Context: an optimization exercise on an open-source flow, tuned for small area and a short achievable clock period. The choices shown serve that exercise and are no tape-out recipe. Power and IR drop assume default switching activity.

==> flow/design.v <==
package switch_defs;
	localparam PTR_W = $clog2(4);
	localparam PKT_W = 2*4 + 8;
	typedef struct packed {
		logic [4-1:0]  source;
		logic [4-1:0]  target;
		logic [8-1:0] data;
	} packet_t;
endpackage
import switch_defs::*;
module sync_fifo (
	input  wire                          clk,
	input  wire                          we,
	input  wire [3:0]                    wr_ptr,
	input  wire [3:0]                    rd_ptr,
	input  wire [switch_defs::PKT_W-1:0] data_in,
	output wire [switch_defs::PKT_W-1:0] data_out
);
	localparam DEPTH = 15;
	reg [switch_defs::PKT_W-1:0] mem [0:DEPTH-1];
	always_ff @(posedge clk) begin
		if (we)
			mem[wr_ptr] <= data_in;
	end
	assign data_out = mem[rd_ptr];
endmodule
import switch_defs::*;
module rx_port (
	input  wire                          clk,
	input  wire                          rst_n,
	input  wire                          valid_in,
	input  wire [switch_defs::PKT_W-1:0] pkt_in,
	input  wire [4-1:0]         grant_vec,
	output reg  [switch_defs::PKT_W-1:0] hd_pkt,
	output reg  [4-1:0]         req
);
	reg        hv;         
	reg [3:0]  rd_ptr;
	reg [3:0]  wr_ptr;
	reg        full;       
	wire [switch_defs::PKT_W-1:0] ring_out;
	wire [4-1:0] owed   = req & ~grant_vec;
	wire                  ld     = (owed == {4{1'b0}});  
	wire                  push   = valid_in & ~full;
	wire                  r_ne   = (rd_ptr != wr_ptr) | full;   
	wire                  deq    = ld & r_ne;           
	wire                  to_hd  = ld & ~r_ne;          
	wire                  enq    = push & ~to_hd;       
	wire [3:0] rd_i  = (rd_ptr == 4'd14) ? 4'd0 : rd_ptr + 4'd1;
	wire [3:0] wr_i  = (wr_ptr == 4'd14) ? 4'd0 : wr_ptr + 4'd1;
	wire       c14   = (wr_i == rd_ptr);    
	wire       hv_n  = ~ld | r_ne | push;
	sync_fifo ring (
		.clk      (clk),
		.we       (~full),  
		.wr_ptr   (wr_ptr),
		.rd_ptr   (rd_ptr),
		.data_in  (pkt_in),
		.data_out (ring_out)
	);
	always_ff @(posedge clk or negedge rst_n) begin
		if (!rst_n) begin
			hv     <= 1'b0;
			rd_ptr <= 4'd0;
			wr_ptr <= 4'd0;
			full   <= 1'b0;
			req    <= {4{1'b0}};
		end else begin
			hv     <= hv_n;
			full   <= ~ld & (full | (c14 & push));
			if (deq) rd_ptr <= rd_i;
			if (enq) wr_ptr <= wr_i;
			if (!ld)
				req <= owed;
			else if (r_ne)
				req <= ring_out[8 +: 4];
			else
				req <= push ? pkt_in[8 +: 4] : {4{1'b0}};
		end
	end
	always_ff @(posedge clk) begin
		if (ld)
			hd_pkt <= r_ne ? ring_out : pkt_in;
	end
endmodule
import switch_defs::*;
module tx_port #(
	parameter PORT_ID = 0
) (
	input  wire                                     clk,
	input  wire                                     rst_n,
	input  wire [4*switch_defs::PKT_W-1:0] rx_pkts,
	input  wire [4-1:0]                    rx_reqs,
	output reg  [4-1:0]                    grants,
	output reg                                      valid_out,
	output reg  [switch_defs::PKT_W-1:0]            pkt_out
);
	reg [3:0] rr;    
	wire      any = |rx_reqs;
	reg [switch_defs::PKT_W-1:0] pkt_out_n;
	always_comb begin
		logic [3:0] r;
		r = rx_reqs;
		for (int i = 0; i < 4; i++) begin
			grants[i] = r[i] & ( rr[i]
				| (rr[(i+3)%4] & ~r[(i+3)%4])
				| (rr[(i+2)%4] & ~r[(i+2)%4] & ~r[(i+3)%4])
				| (rr[(i+1)%4] & ~r[(i+1)%4] & ~r[(i+2)%4] & ~r[(i+3)%4]));
		end
	end
	always_comb begin
		logic [switch_defs::PKT_W-1:0] p;
		p = '0;
		for (int i = 0; i < 4; i++)
			p = p | ({switch_defs::PKT_W{grants[i]}} & rx_pkts[i*switch_defs::PKT_W +: switch_defs::PKT_W]);
		pkt_out_n = p;
	end
	always_ff @(posedge clk or negedge rst_n) begin
		if (!rst_n) begin
			valid_out <= 1'b0;
			rr        <= 4'b0001;
		end else begin
			valid_out <= any & ~grants[PORT_ID];
			if (any)
				rr <= {grants[2:0], grants[3]};
		end
	end
	always_ff @(posedge clk)
		pkt_out <= pkt_out_n;
endmodule
import switch_defs::*;
module switch_4port(
	input  logic       clk,
	input  logic       rst_n,
	input  logic       port0_valid_in,
	input  logic [3:0] port0_source_in,
	input  logic [3:0] port0_target_in,
	input  logic [7:0] port0_data_in,
	output logic       port0_valid_out,
	output logic [3:0] port0_source_out,
	output logic [3:0] port0_target_out,
	output logic [7:0] port0_data_out,
	input  logic       port1_valid_in,
	input  logic [3:0] port1_source_in,
	input  logic [3:0] port1_target_in,
	input  logic [7:0] port1_data_in,
	output logic       port1_valid_out,
	output logic [3:0] port1_source_out,
	output logic [3:0] port1_target_out,
	output logic [7:0] port1_data_out,
	input  logic       port2_valid_in,
	input  logic [3:0] port2_source_in,
	input  logic [3:0] port2_target_in,
	input  logic [7:0] port2_data_in,
	output logic       port2_valid_out,
	output logic [3:0] port2_source_out,
	output logic [3:0] port2_target_out,
	output logic [7:0] port2_data_out,
	input  logic       port3_valid_in,
	input  logic [3:0] port3_source_in,
	input  logic [3:0] port3_target_in,
	input  logic [7:0] port3_data_in,
	output logic       port3_valid_out,
	output logic [3:0] port3_source_out,
	output logic [3:0] port3_target_out,
	output logic [7:0] port3_data_out
);
	localparam NUM_PORTS = 4;
	localparam W = switch_defs::PKT_W;
	wire [NUM_PORTS*W-1:0] rx_pkt_in;
	wire [NUM_PORTS*W-1:0] tx_pkt_out;
	wire [NUM_PORTS-1:0]   rx_valid_in;
	wire [NUM_PORTS-1:0]   tx_valid_out;
	assign rx_pkt_in[0*W +: W] = {port0_source_in, port0_target_in, port0_data_in};
	assign rx_pkt_in[1*W +: W] = {port1_source_in, port1_target_in, port1_data_in};
	assign rx_pkt_in[2*W +: W] = {port2_source_in, port2_target_in, port2_data_in};
	assign rx_pkt_in[3*W +: W] = {port3_source_in, port3_target_in, port3_data_in};
	assign rx_valid_in = {port3_valid_in, port2_valid_in, port1_valid_in, port0_valid_in};
	assign {port0_source_out, port0_target_out, port0_data_out} = tx_pkt_out[0*W +: W];
	assign {port1_source_out, port1_target_out, port1_data_out} = tx_pkt_out[1*W +: W];
	assign {port2_source_out, port2_target_out, port2_data_out} = tx_pkt_out[2*W +: W];
	assign {port3_source_out, port3_target_out, port3_data_out} = tx_pkt_out[3*W +: W];
	assign {port3_valid_out, port2_valid_out, port1_valid_out, port0_valid_out} = tx_valid_out;
	wire [NUM_PORTS*W-1:0] hd_pkts;
	wire [NUM_PORTS-1:0]   reqs   [NUM_PORTS-1:0];  
	wire [NUM_PORTS-1:0]   grants [NUM_PORTS-1:0];  
	genvar i;
	generate
		for (i = 0; i < NUM_PORTS; i++) begin : PORTS
			logic [NUM_PORTS-1:0] my_grant_vec;
			logic [NUM_PORTS-1:0] my_req_vec;
			always_comb begin
				for (int j = 0; j < NUM_PORTS; j++) begin
					my_grant_vec[j] = grants[j][i];
					my_req_vec[j]   = reqs[j][i];
				end
			end
			rx_port rx_inst (
				.clk(clk), .rst_n(rst_n),
				.valid_in(rx_valid_in[i]),
				.pkt_in(rx_pkt_in[i*W +: W]),
				.grant_vec(my_grant_vec),
				.hd_pkt(hd_pkts[i*W +: W]),
				.req(reqs[i])
			);
			tx_port #(.PORT_ID(i)) tx_inst (
				.clk(clk), .rst_n(rst_n),
				.rx_pkts(hd_pkts),
				.rx_reqs(my_req_vec),
				.grants(grants[i]),
				.valid_out(tx_valid_out[i]),
				.pkt_out(tx_pkt_out[i*W +: W])
			);
		end
	endgenerate
endmodule
Settings: LEC_CHECK=0, CAP_MARGIN=20, CORE_MARGIN=2, CORE_UTILIZATION=60, PLACE_DENSITY=0.75, SETUP_SLACK_MARGIN=3.3, SLEW_MARGIN=20; clock period 5.5 ns.
run.sh (not shown) runs the stock make flow with config.mk's settings and CLKGATE_MAP_FILE= SYNTH_SCRIPT=/design/flow/synth_recipe.tcl, a recipe that flattens the netlist after the stock synthesis.
The baseline ran to the end with no violations.
Edit:
--- a/flow/design.v
+++ b/flow/design.v
@@ -52,7 +52,7 @@
 	wire       hv_n  = ~ld | r_ne | push;
 	sync_fifo ring (
 		.clk      (clk),
-		.we       (~full),  
+		.we       (push),   
 		.wr_ptr   (wr_ptr),
 		.rd_ptr   (rd_ptr),
 		.data_in  (pkt_in),
Design area climbs by 2.1%.
Clock power rose by about 2%.
Setup slack is about the same.
Non-clock buffer count goes up by 19.
Wire length went up by 5.4%.
Area after synthesis is about the same.
Register-to-register slack stays flat.
Clock skew is about the same.
Sequential cell count does not change.
No functional check of the RTL was part of any run of this note.

[static timing again, ports no longer ideal]
The flow's constraints put no driver on any port. The routed layouts listed below were extracted and timed again, unchanged, in two steps. Step 1 sets driving cells, clkbuf_16 on the clock port and buf_2 on the other inputs (assumed; they add their load-dependent delay and slew). Step 2 times the ports against the registers' clock, not the clock port: input delays grow and output delays shrink by t, the midpoint of the rising clock arrivals with the driver on. Slacks: ideal / step 1 / step 2; pairs: ideal / step 1.
| run | shift t [ns] | slack for setup (ns) | clock arrival spread, ns | slew at the worst register clock pin (ns) |
|---|---|---|---|---|
| the first run | 0.756 | 3.046 / 3.030 / 2.748 | 0.039 / 0.039 | 0.07 / 0.07 |
| the second run | 0.754 | 3.046 / 3.046 / 2.471 | 0.039 / 0.039 | 0.07 / 0.07 |
After both steps setup and hold are still met in every run listed. For the second run, which loses most, drivers alone change the setup slack by 0.000 ns; drivers and shift together by -0.575 ns.
